What follows belongs to an exercise in optimizing a design on an open flow for small area; a production flow would make more cautious choices. Where RTL was checked, it was by simulation tests only, not by an equivalence proof against the original. The flow treats the clock pin as an ideal source, which a real chip does not have. Power is estimated from default activity; no workload was simulated.

Design Top_Module, start of the top module:
module Top_Module(
    input clk,
    input rst,   
    input sw,    
    input btnC,  
    input btnU,  
    input btnR,  
    output [6:0] seg,
    output [3:0] an,
    output [7:0] led
    );
    localparam [5:0]  Z_INV = 6'b000000;
    localparam [9:0]  Y_INV = 10'b0000000000;
    localparam [5:0]  B_INV = 6'b000000;          
    localparam [13:0] C_INV = 14'b00000000000000;
    localparam [19:0] T_INV = 20'b00000000000000000000;  
    localparam [3:0]  D_INV = 4'b0000;
    reg [5:0] z_r;
    reg [9:0] y_r;
    wire [5:0] z = z_r ^ Z_INV;
    wire [9:0] y = y_r ^ Y_INV;
    localparam [9:0] Y_RESET = 10'b0101100000;    
    wire y_last  = (y == 10'b0010110000);         
    wire y_first = (y == 10'b1011000000);         
    wire rise = y_last  & (z[1:0] == 2'b01);
    wire pulse = y_first & (z[1:0] == 2'b11);
    always @(posedge clk)
        if (rst) begin
            z_r <= 6'd56 ^ Z_INV;
            y_r <= Y_RESET ^ Y_INV;
        end else begin
            z_r <= (z + 1'b1) ^ Z_INV;
            y_r <= {y[8:0], ~(y[9] ^ y[6] ^ y_last)} ^ Y_INV;
        end
    reg [5:0] b_r;
    wire [5:0] b = b_r ^ B_INV;
    wire qc = b[5], dc = b[4], qu = b[3], du = b[2], qr = b[1], dr = b[0];
    always @(posedge clk)
        if (rst)
            b_r <= B_INV;
        else if (rise)
            b_r <= {btnC, btnC & ~qc, btnU, btnU & ~qu, btnR, btnR & ~qr} ^ B_INV;
    wire clr   = dc;
    wire minup = pulse & dr;
    wire hrup  = pulse & du;
    reg [13:0] c_r;
    wire [13:0] c = c_r ^ C_INV;
    localparam [13:0] C_RESET = 14'b00010101000000;   
    wire c_last = (c == 14'b00001010100000);          
    wire run  = sw & ~clr & ~minup & ~hrup;
    wire tick = run & c_last;
    always @(posedge clk)
        if (rst)
            c_r <= C_RESET ^ C_INV;
        else if (run)
  ...
Size: about 280 cells after synthesis, about 25 I/O pins, ~0.0023 mm² of cells after synthesis.
Settings: LEC_CHECK=0, ABC_AREA=1, CAP_MARGIN=0, CORE_MARGIN=2, CORE_UTILIZATION=65, PLACE_DENSITY=0.75, SLEW_MARGIN=0; clock period 10.0 ns.
standard.sh (not shown) runs the stock make flow with config.mk's settings and CLKGATE_MAP_FILE= SYNTH_SCRIPT=/design/flow/synth_recipe.tcl, a recipe that flattens the netlist after the stock synthesis.
==> flow/flow/run.sh <==
#!/bin/bash
# Own layout flow: ORFS's standard flow (standard.sh), with
#  - synthesis keeping the smallest of several ABC area mappings (flow/synth.tcl),
#  - port buffers of the smallest buffer cell,
#  - a few clock buffers, each driving a cluster of registers, in place of
#    ORFS's CTS (flow/cts.tcl).
set -euo pipefail
W=$(pwd)
export MY_ABC_DIR=$W/flow
SYN="SYNTH_SCRIPT=$W/flow/synth.tcl"
PORTS="BUFFER_PORTS_ARGS=-buffer_cell sky130_fd_sc_hd__buf_1"
bash standard.sh "$SYN" synth > "$W/run_synth.log" 2>&1
bash standard.sh "$SYN" "$PORTS" place > "$W/run_place.log" 2>&1
export RES=$W/orfs/results/$FLOW_PLATFORM/Top_Module/base
export CLK_NET=clk CLK_BUF=${CLK_BUF:-sky130_fd_sc_hd__clkbuf_16} CLK_K=${CLK_K:-2}
openroad -no_init -exit "$W/flow/cts.tcl" > "$W/run_cts.log" 2>&1
bash standard.sh "$SYN" "$PORTS" finish > "$W/run_finish.log" 2>&1
Other scripts of this flow, unchanged in this note and not shown: flow/flow/abc07.script, flow/flow/abc09.script, flow/flow/abc1.script, flow/flow/abc10.script, flow/flow/abc11.script, flow/flow/abc12.script, flow/flow/abc13.script, flow/flow/abc14.script, flow/flow/abc15.script, flow/flow/abc16.script, flow/flow/abc2.script, flow/flow/abc3.script, flow/flow/abc4.script, flow/flow/abc5.script, flow/flow/abc6.script, flow/flow/cts.tcl, flow/flow/synth.tcl
The starting point produced a clean layout.
==> next run, changes <==
- CAP_MARGIN: 0 -> 20
- CORE_UTILIZATION: 65 -> 40
- PLACE_DENSITY: 0.75 -> 0.6
- SLEW_MARGIN: 0 -> 20
Result:
- The new run ran to the end with no violations
- via count fell slightly
- sequential power hardly moves
- cell area rose slightly
No run of this note included a check of the RTL's function; only the layout flow was run.

* * *

Another version of the RTL of Top_Module (not shown whole).
Size: roughly 25 I/O pins, about 2500 um^2 of cells after synthesis.
==> flow/config.mk <==
export PLATFORM = sky130hd
export DESIGN_NAME = Top_Module
export DESIGN_NICKNAME = Top_Module
export VERILOG_FILES = /design/flow/design.v
export SDC_FILE = /design/flow/constraint.sdc
export NUM_CORES = 4
export LEC_CHECK = 0
export ABC_AREA = 1
export CAP_MARGIN = 20
export CORE_MARGIN = 2
export CORE_UTILIZATION = 40
export CTS_BUF_LIST = sky130_fd_sc_hd__clkbuf_8
export CTS_CLUSTER_DIAMETER = 500
export CTS_CLUSTER_SIZE = 60
export PLACE_DENSITY = 0.6
export SLEW_MARGIN = 20
==> flow/constraint.sdc <==
create_clock -name core_clock -period 10.0 [get_ports {clk}]
set_input_delay 2.0000 -clock core_clock [delete_from_list [all_inputs] [get_ports {clk}]]
set_output_delay 2.0000 -clock core_clock [all_outputs]
set_load 0.01 [all_outputs]
==> flow/flow/run.sh <==
#!/bin/bash
# Own layout flow: ORFS's standard flow (standard.sh), with
#  - synthesis using a stronger ABC area script (flow/synth.tcl),
#  - port buffers of the smallest buffer cell.
set -euo pipefail
W=$(pwd)
export MY_ABC_SCRIPT=$W/flow/abc_area_strong.script
SYN="SYNTH_SCRIPT=$W/flow/synth.tcl"
bash standard.sh "$SYN" synth > "$W/run_synth.log" 2>&1
bash standard.sh "$SYN" "BUFFER_PORTS_ARGS=-buffer_cell sky130_fd_sc_hd__buf_1" finish > "$W/run_finish.log" 2>&1
==> flow/flow/abc_area_strong.script <==
strash
balance -l
resub -K 6 -l
rewrite -l
resub -K 6 -N 2 -l
refactor -l
resub -K 8 -l
balance -l
resub -K 8 -N 2 -l
rewrite -l
resub -K 10 -l
rewrite -z -l
resub -K 10 -N 2 -l
balance -l
resub -K 12 -l
refactor -z -l
resub -K 12 -N 2 -l
rewrite -z -l
balance -l
dch -f
map -a
mfs2
strash
balance -l
resub -K 6 -l
rewrite -l
resub -K 6 -N 2 -l
refactor -l
resub -K 8 -l
balance -l
resub -K 8 -N 2 -l
rewrite -l
resub -K 10 -l
rewrite -z -l
resub -K 10 -N 2 -l
balance -l
resub -K 12 -l
refactor -z -l
resub -K 12 -N 2 -l
rewrite -z -l
balance -l
dch -f
map -a
topo
==> flow/flow/synth.tcl <==
# The standard synthesis script (synth_recipe.tcl), with one change: the
# combinational mapping runs abc_area_strong.script instead of ORFS's abc_area.script.
# Flip-flops are mapped before ABC runs, so the registers are the standard synthesis's.
proc synth {args} { yosys synth -nofsm -noshare {*}$args }
proc abc {args} {
  set i [lsearch -exact $args -script]
  if { $i >= 0 } {
    lset args [expr {$i + 1}] $::env(MY_ABC_SCRIPT)
  }
  yosys abc {*}$args
}
source $::env(SCRIPTS_DIR)/synth.tcl
# left out here: clear keep_hierarchy, flatten, clean up, hide names made inside functions, write 1_2_yosys.v
The starting point ran to the end with no violations.
Next try:
==> flow/run.sh (new file) <==
#!/bin/bash
# synth_recipe.tcl (not shown) runs the flow's synth.tcl, then flattens the netlist and writes it again
# the make line also repeats each setting of config.mk as NAME=value (left out here)
make -C /OpenROAD-flow-scripts/flow DESIGN_CONFIG=/design/flow/config.mk WORK_HOME=/design/flow/orfs CLKGATE_MAP_FILE= SYNTH_SCRIPT=/design/flow/synth_recipe.tcl finish
CTS_BUF_LIST = not set   (was sky130_fd_sc_hd__clkbuf_8)
CTS_CLUSTER_DIAMETER = not set   (was 500)
CTS_CLUSTER_SIZE = not set   (was 60)
removed: flow/flow/run.sh
removed: flow/flow/abc_area_strong.script
removed: flow/flow/synth.tcl
removed: flow/standard.sh
Effect:
- global-route usage drops by 0.23 points
- routed wire length climbs by 22%
- power rose by 8.3%
- register-to-register slack improves by 1.4 ns
- cell count rises by 19%
Next try:
==> flow/flow/run.sh (new file) <==
#!/bin/bash
# Own layout flow: ORFS's standard flow (standard.sh), with
#  - synthesis using a stronger ABC area script (flow/synth.tcl),
#  - port buffers of the smallest buffer cell.
set -euo pipefail
W=$(pwd)
export MY_ABC_SCRIPT=$W/flow/abc_area_strong.script
SYN="SYNTH_SCRIPT=$W/flow/synth.tcl"
bash standard.sh "$SYN" synth > "$W/run_synth.log" 2>&1
bash standard.sh "$SYN" "BUFFER_PORTS_ARGS=-buffer_cell sky130_fd_sc_hd__buf_1" finish > "$W/run_finish.log" 2>&1
==> flow/flow/abc_area_strong.script (new file) <==
strash
balance -l
resub -K 6 -l
rewrite -l
resub -K 6 -N 2 -l
refactor -l
resub -K 8 -l
balance -l
resub -K 8 -N 2 -l
rewrite -l
resub -K 10 -l
rewrite -z -l
resub -K 10 -N 2 -l
balance -l
resub -K 12 -l
refactor -z -l
resub -K 12 -N 2 -l
rewrite -z -l
balance -l
dch -f
map -a
mfs2
strash
balance -l
resub -K 6 -l
rewrite -l
resub -K 6 -N 2 -l
refactor -l
resub -K 8 -l
balance -l
resub -K 8 -N 2 -l
rewrite -l
resub -K 10 -l
rewrite -z -l
resub -K 10 -N 2 -l
balance -l
resub -K 12 -l
refactor -z -l
resub -K 12 -N 2 -l
rewrite -z -l
balance -l
dch -f
map -a
topo
==> flow/flow/synth.tcl (new file) <==
# The standard synthesis script (synth_recipe.tcl), with one change: the
# combinational mapping runs abc_area_strong.script instead of ORFS's abc_area.script.
# Flip-flops are mapped before ABC runs, so the registers are the standard synthesis's.
proc synth {args} { yosys synth -nofsm -noshare {*}$args }
proc abc {args} {
  set i [lsearch -exact $args -script]
  if { $i >= 0 } {
    lset args [expr {$i + 1}] $::env(MY_ABC_SCRIPT)
  }
  yosys abc {*}$args
}
source $::env(SCRIPTS_DIR)/synth.tcl
# left out here: clear keep_hierarchy, flatten, clean up, hide names made inside functions, write 1_2_yosys.v
==> flow/standard.sh (new file) <==
#!/bin/bash
# synth_recipe.tcl (not shown) runs the flow's synth.tcl, then flattens the netlist and writes it again
# the make line also repeats each setting of config.mk as NAME=value (left out here)
make -C /OpenROAD-flow-scripts/flow DESIGN_CONFIG=/design/flow/config.mk WORK_HOME=/design/flow/orfs CLKGATE_MAP_FILE= SYNTH_SCRIPT=/design/flow/synth_recipe.tcl "${@:-finish}"
removed: flow/run.sh
Sequential cell count does not change.
Worst setup slack improved by 0.086 ns.
Critical path depth climbs by 9.
Clock skew drops by 0.0032 ns.
Combinational power drops by well over a third.
First-iteration DRC count drops by about a fifth.
Global-route usage climbs by 0.23 points.
Next try:
CTS_BUF_LIST = sky130_fd_sc_hd__clkbuf_4   (was not set)
CTS_CLUSTER_DIAMETER = 500   (was not set)
CTS_CLUSTER_SIZE = 100   (was not set)
Outcome:
- clock-buffer cell count shrinks by 3
- die area is unchanged
- global-route usage is about the same
- cell count stays the same
- sequential power barely changes
- worst hold slack is better by 0.0060 ns

* * *

## indigo
Top_Module again, from the RTL that the note above started with.
## Top_Module
module Top_Module(
    input clk,
    input rst,   
    input sw,    
    input btnC,  
    input btnU,  
    input btnR,  
    output [6:0] seg,
    output [3:0] an,
    output [7:0] led
    );
    reg [5:0] z;
    reg [9:0] y;
    wire y_last  = (y == 10'b0100111101);    
    wire y_first = (y == 10'b0000000001);    
    wire rise = y_last  & (z[1:0] == 2'b01);
    wire pulse = y_first & (z[1:0] == 2'b11);
    always @(posedge clk)
        if (rst) begin
            z <= 6'd56;
            y <= 10'd0;
        end else begin
            z <= z + 1'b1;
            y <= y_last ? 10'd0 : {y[8:0], ~(y[9] ^ y[6])};
        end
    reg qc, dc, qu, du, qr, dr;
    always @(posedge clk)
        if (rst) begin
            {qc, dc, qu, du, qr, dr} <= 6'b0;
        end else if (rise) begin
            qc <= btnC; dc <= btnC & ~qc;
            qu <= btnU; du <= btnU & ~qu;
            qr <= btnR; dr <= btnR & ~qr;
        end
    wire clr   = dc;
    wire minup = pulse & dr;
    wire hrup  = pulse & du;
    reg [13:0] c;
  ...
clock: 10.0 ns
lec_check: 0
abc_area: 1
cap_margin: 20
core_margin: 2
core_utilization: 40
place_density: 0.6
slew_margin: 20
==> flow/flow/run.sh <==
#!/bin/bash
set -euo pipefail
W=$(pwd)
export MY_ABC_SCRIPT=$W/flow/abc_area_strong.script
SYN="SYNTH_SCRIPT=$W/flow/synth.tcl"
bash standard.sh "$SYN" synth > "$W/run_synth.log" 2>&1
bash standard.sh "$SYN" "BUFFER_PORTS_ARGS=-buffer_cell sky130_fd_sc_hd__buf_1" \
  "CTS_ARGS=-sink_clustering_enable -sink_clustering_size 100 -sink_clustering_max_diameter 1000 -sink_clustering_levels 1 -buf_list sky130_fd_sc_hd__clkbuf_8 -root_buf sky130_fd_sc_hd__clkbuf_8 -dont_use_dummy_load -repair_clock_nets" \
  finish > "$W/run_finish.log" 2>&1
==> flow/flow/abc_area_strong.script <==
strash
balance -l
resub -K 6 -l
rewrite -l
resub -K 6 -N 2 -l
refactor -l
resub -K 8 -l
balance -l
resub -K 8 -N 2 -l
rewrite -l
resub -K 10 -l
rewrite -z -l
resub -K 10 -N 2 -l
balance -l
resub -K 12 -l
refactor -z -l
resub -K 12 -N 2 -l
rewrite -z -l
balance -l
dch -f
map -a
mfs2
strash
balance -l
resub -K 6 -l
rewrite -l
resub -K 6 -N 2 -l
refactor -l
resub -K 8 -l
balance -l
resub -K 8 -N 2 -l
rewrite -l
resub -K 10 -l
rewrite -z -l
resub -K 10 -N 2 -l
balance -l
resub -K 12 -l
refactor -z -l
resub -K 12 -N 2 -l
rewrite -z -l
balance -l
dch -f
map -a
topo
==> flow/flow/synth.tcl <==
# The standard synthesis script (synth_recipe.tcl), with one change: the
# combinational mapping runs abc_area_strong.script instead of ORFS's abc_area.script.
# Flip-flops are mapped before ABC runs, so the registers are the standard synthesis's.
proc synth {args} { yosys synth -nofsm -noshare {*}$args }
proc abc {args} {
  set i [lsearch -exact $args -script]
  if { $i >= 0 } {
    lset args [expr {$i + 1}] $::env(MY_ABC_SCRIPT)
  }
  yosys abc {*}$args
}
source $::env(SCRIPTS_DIR)/synth.tcl
# left out here: clear keep_hierarchy, flatten, clean up, hide names made inside functions, write 1_2_yosys.v
Input changes introduced in zinc (baseline for comparison: indigo):
==> flow/flow/run.sh <==
#!/bin/bash
set -euo pipefail
W=$(pwd)
export MY_ABC_SCRIPT=$W/flow/abc_area_strong.script
SYN="SYNTH_SCRIPT=$W/flow/synth.tcl"
bash standard.sh "$SYN" synth > "$W/run_synth.log" 2>&1
bash standard.sh "$SYN" "BUFFER_PORTS_ARGS=-buffer_cell sky130_fd_sc_hd__buf_1" \
  "CTS_ARGS=-buf_list sky130_fd_sc_hd__clkbuf_16 -root_buf sky130_fd_sc_hd__clkbuf_16 -distance_between_buffers 1000 -dont_use_dummy_load -repair_clock_nets" \
  finish > "$W/run_finish.log" 2>&1
==> results.txt <==
Taking indigo as the reference, in zinc wire length of the first global-routing pass barely changed, met3 wire length shows a reduction of 2.8%, cell area saw an increase, global-route usage closely matched the old numbers.
From indigo to zinc, number of iterations in the first detailed-routing pass did not move at all.

* * *

Another version of the RTL of Top_Module (not shown whole).
Size in the first run: roughly 330 cells after synthesis, ~60 flip-flops, roughly 25 I/O pins, ~2400 sq um of cells after synthesis.
// Top_Module
module Top_Module(
    input clk,
    input rst,   
    input sw,    
    input btnC,  
    input btnU,  
    input btnR,  
    output [6:0] seg,
    output [3:0] an,
    output [7:0] led
    );
clock: 10.0 ns
lec_check: 0
abc_area: 1
cap_margin: 20
core_margin: 2
core_utilization: 40
place_density: 0.6
slew_margin: 20
==> flow/flow/run.sh <==
#!/bin/bash
# Own layout flow: ORFS's standard flow (standard.sh), with
#  - synthesis using a stronger ABC area script (flow/synth.tcl),
#  - port buffers of the smallest buffer cell,
#  - a few clock buffers, each driving a cluster of registers, in place of ORFS's CTS (flow/cts.tcl).
set -euo pipefail
W=$(pwd)
export MY_ABC_SCRIPT=$W/flow/abc_area_strong.script
SYN="SYNTH_SCRIPT=$W/flow/synth.tcl"
PORTS="BUFFER_PORTS_ARGS=-buffer_cell sky130_fd_sc_hd__buf_1"
bash standard.sh "$SYN" synth > "$W/run_synth.log" 2>&1
bash standard.sh "$SYN" "$PORTS" place > "$W/run_place.log" 2>&1
export RES=$W/orfs/results/$FLOW_PLATFORM/Top_Module/base
export CLK_NET=clk CLK_BUF=${CLK_BUF:-sky130_fd_sc_hd__clkbuf_16} CLK_K=${CLK_K:-2}
openroad -no_init -exit "$W/flow/cts.tcl" > "$W/run_cts.log" 2>&1
bash standard.sh "$SYN" "$PORTS" finish > "$W/run_finish.log" 2>&1
==> flow/flow/cts.tcl <==
# Clock distribution for a small design: the clock port drives CLK_K clock
# buffers directly; each drives one cluster of registers (k-means on the
# placed register positions) and is placed at its cluster's centre.
# Replaces ORFS's CTS step: reads 3_place.odb, writes 4_1_cts.odb and 4_cts.sdc.
set R $::env(RES)
set P $::env(FLOW_HOME)/platforms/$::env(FLOW_PLATFORM)
read_liberty $P/lib/sky130_fd_sc_hd__tt_025C_1v80.lib
read_db $R/3_place.odb
read_sdc $R/3_place.sdc
source $P/setRC.tcl

set block [ord::get_db_block]
set dbu [$block getDbUnitsPerMicron]
set K $::env(CLK_K)
set pins {}
foreach it [[$block findNet $::env(CLK_NET)] getITerms] {
  set inst [$it getInst]
  set bb [$inst getBBox]
  lappend pins [list "[$inst getName]/[[$it getMTerm] getName]" \
    [expr {([$bb xMin] + [$bb xMax]) / 2.0 / $dbu}] \
    [expr {([$bb yMin] + [$bb yMax]) / 2.0 / $dbu}]]
}
set n [llength $pins]
# k-means, seeded with sinks spread along x
set sorted [lsort -real -index 1 $pins]
set cents {}
for {set k 0} {$k < $K} {incr k} {
  set p [lindex $sorted [expr {int(($k + 0.5) * $n / $K)}]]
  lappend cents [list [lindex $p 1] [lindex $p 2]]
}
for {set iter 0} {$iter < 50} {incr iter} {
  set groups {}
  for {set k 0} {$k < $K} {incr k} { lappend groups {} }
  foreach p $pins {
    set best 0; set bd 1e30
    for {set k 0} {$k < $K} {incr k} {
      set c [lindex $cents $k]
      set d [expr {abs([lindex $p 1] - [lindex $c 0]) + abs([lindex $p 2] - [lindex $c 1])}]
      if {$d < $bd} { set bd $d; set best $k }
    }
    lset groups $best [concat [lindex $groups $best] [list $p]]
  }
  set cents {}
  foreach g $groups {
    set sx 0.0; set sy 0.0
    foreach p $g { set sx [expr {$sx + [lindex $p 1]}]; set sy [expr {$sy + [lindex $p 2]}] }
    set m [llength $g]
    if {$m == 0} { set m 1 }
    lappend cents [list [expr {$sx / $m}] [expr {$sy / $m}]]
  }
}
for {set k 0} {$k < $K} {incr k} {
  set g [lindex $groups $k]
  if {[llength $g] == 0} { continue }
  set loads {}
  foreach p $g { lappend loads [get_pins [lindex $p 0]] }
  set c [lindex $cents $k]
  puts "clock buffer $k: [llength $g] sinks at ($c)"
  insert_buffer -buffer_cell $::env(CLK_BUF) -net $::env(CLK_NET) -load_pins $loads \
    -location $c -buffer_name clkbuf_$k -net_name clknet_$k
}
detailed_placement
check_placement -verbose
set_propagated_clock [all_clocks]
estimate_parasitics -placement
report_clock_skew
report_checks -path_delay min
report_checks -path_delay max
write_db $R/4_1_cts.odb
unset_propagated_clock [all_clocks]
write_sdc -no_timestamp $R/4_cts.sdc
Scripts as last shown in full above: flow/flow/abc_area_strong.script, flow/flow/synth.tcl
Next try:
--- a/flow/flow/run.sh
+++ b/flow/flow/run.sh
@@ -12,5 +12,5 @@
 bash standard.sh "$SYN" "$PORTS" place > "$W/run_place.log" 2>&1
 export RES=$W/orfs/results/$FLOW_PLATFORM/Top_Module/base
-export CLK_NET=clk CLK_BUF=${CLK_BUF:-sky130_fd_sc_hd__clkbuf_16} CLK_K=${CLK_K:-2}
+export CLK_NET=clk CLK_BUF=${CLK_BUF:-sky130_fd_sc_hd__clkbuf_8} CLK_K=${CLK_K:-3}
 openroad -no_init -exit "$W/flow/cts.tcl" > "$W/run_cts.log" 2>&1
 bash standard.sh "$SYN" "$PORTS" finish > "$W/run_finish.log" 2>&1
Result: Final cell count stays flat; worst hold slack hardly moves; clock skew is higher by 0.0082 ns; first-iteration DRC count is higher slightly; utilization is lower by 0.15 points; combinational power barely changes.

-- afterwards: timing with drivers on the ports --
Ports are ideal in the flow. The routed layouts listed here were re-timed in OpenROAD. Step 1 (the two cells are an assumption about what drives the block):
set clk [get_ports {clk}]
set_driving_cell -lib_cell sky130_fd_sc_hd__clkbuf_16 $clk
set_driving_cell -lib_cell sky130_fd_sc_hd__buf_2 [delete_from_list [all_inputs] $clk]
Step 2, shift: input delay + t, output delay - t, t = (earliest + latest rising clock arrival at the registers) / 2. This alone moves slack from input paths to output paths. a / b / c = ideal ports / drivers / drivers and shift; a / b = the first two.
run	shift t [ns]	slack for setup (ns)	hold WS [ns]	clock arrival spread, ns	cell pins on the clock port's net
the first run of note 1	0.207	4.942 / 4.960 / 4.753	0.432 / 0.432 / 0.432	0.005 / 0.005	2
the second run of note 1	0.210	4.998 / 5.018 / 4.808	0.424 / 0.424 / 0.424	0.007 / 0.007	2
the first run of note 2	0.359	5.769 / 5.776 / 5.417	0.419 / 0.419 / 0.419	0.006 / 0.006	1
the second run of note 2	0.362	5.683 / 5.690 / 5.328	0.430 / 0.430 / 0.430	0.010 / 0.009	1
the third run of note 2	0.359	5.769 / 5.776 / 5.417	0.419 / 0.419 / 0.419	0.006 / 0.006	1
the fourth run of note 2	0.419	5.831 / 5.836 / 5.417	0.425 / 0.425 / 0.425	0.012 / 0.012	1
indigo	0.355	5.762 / 5.768 / 5.413	0.418 / 0.418 / 0.418	0.014 / 0.014	1
zinc	0.349	5.755 / 5.766 / 5.417	0.421 / 0.421 / 0.421	0.009 / 0.009	1
the first run of note 4	0.213	5.855 / 5.878 / 5.665	0.421 / 0.421 / 0.421	0.009 / 0.008	2
the second run of note 4	0.215	5.820 / 5.842 / 5.627	0.423 / 0.423 / 0.423	0.017 / 0.016	3
After both steps setup and hold are still met in every run listed. For the fourth run of note 2, which loses most, drivers alone change the setup slack by +0.005 ns; drivers and shift together by -0.414 ns.
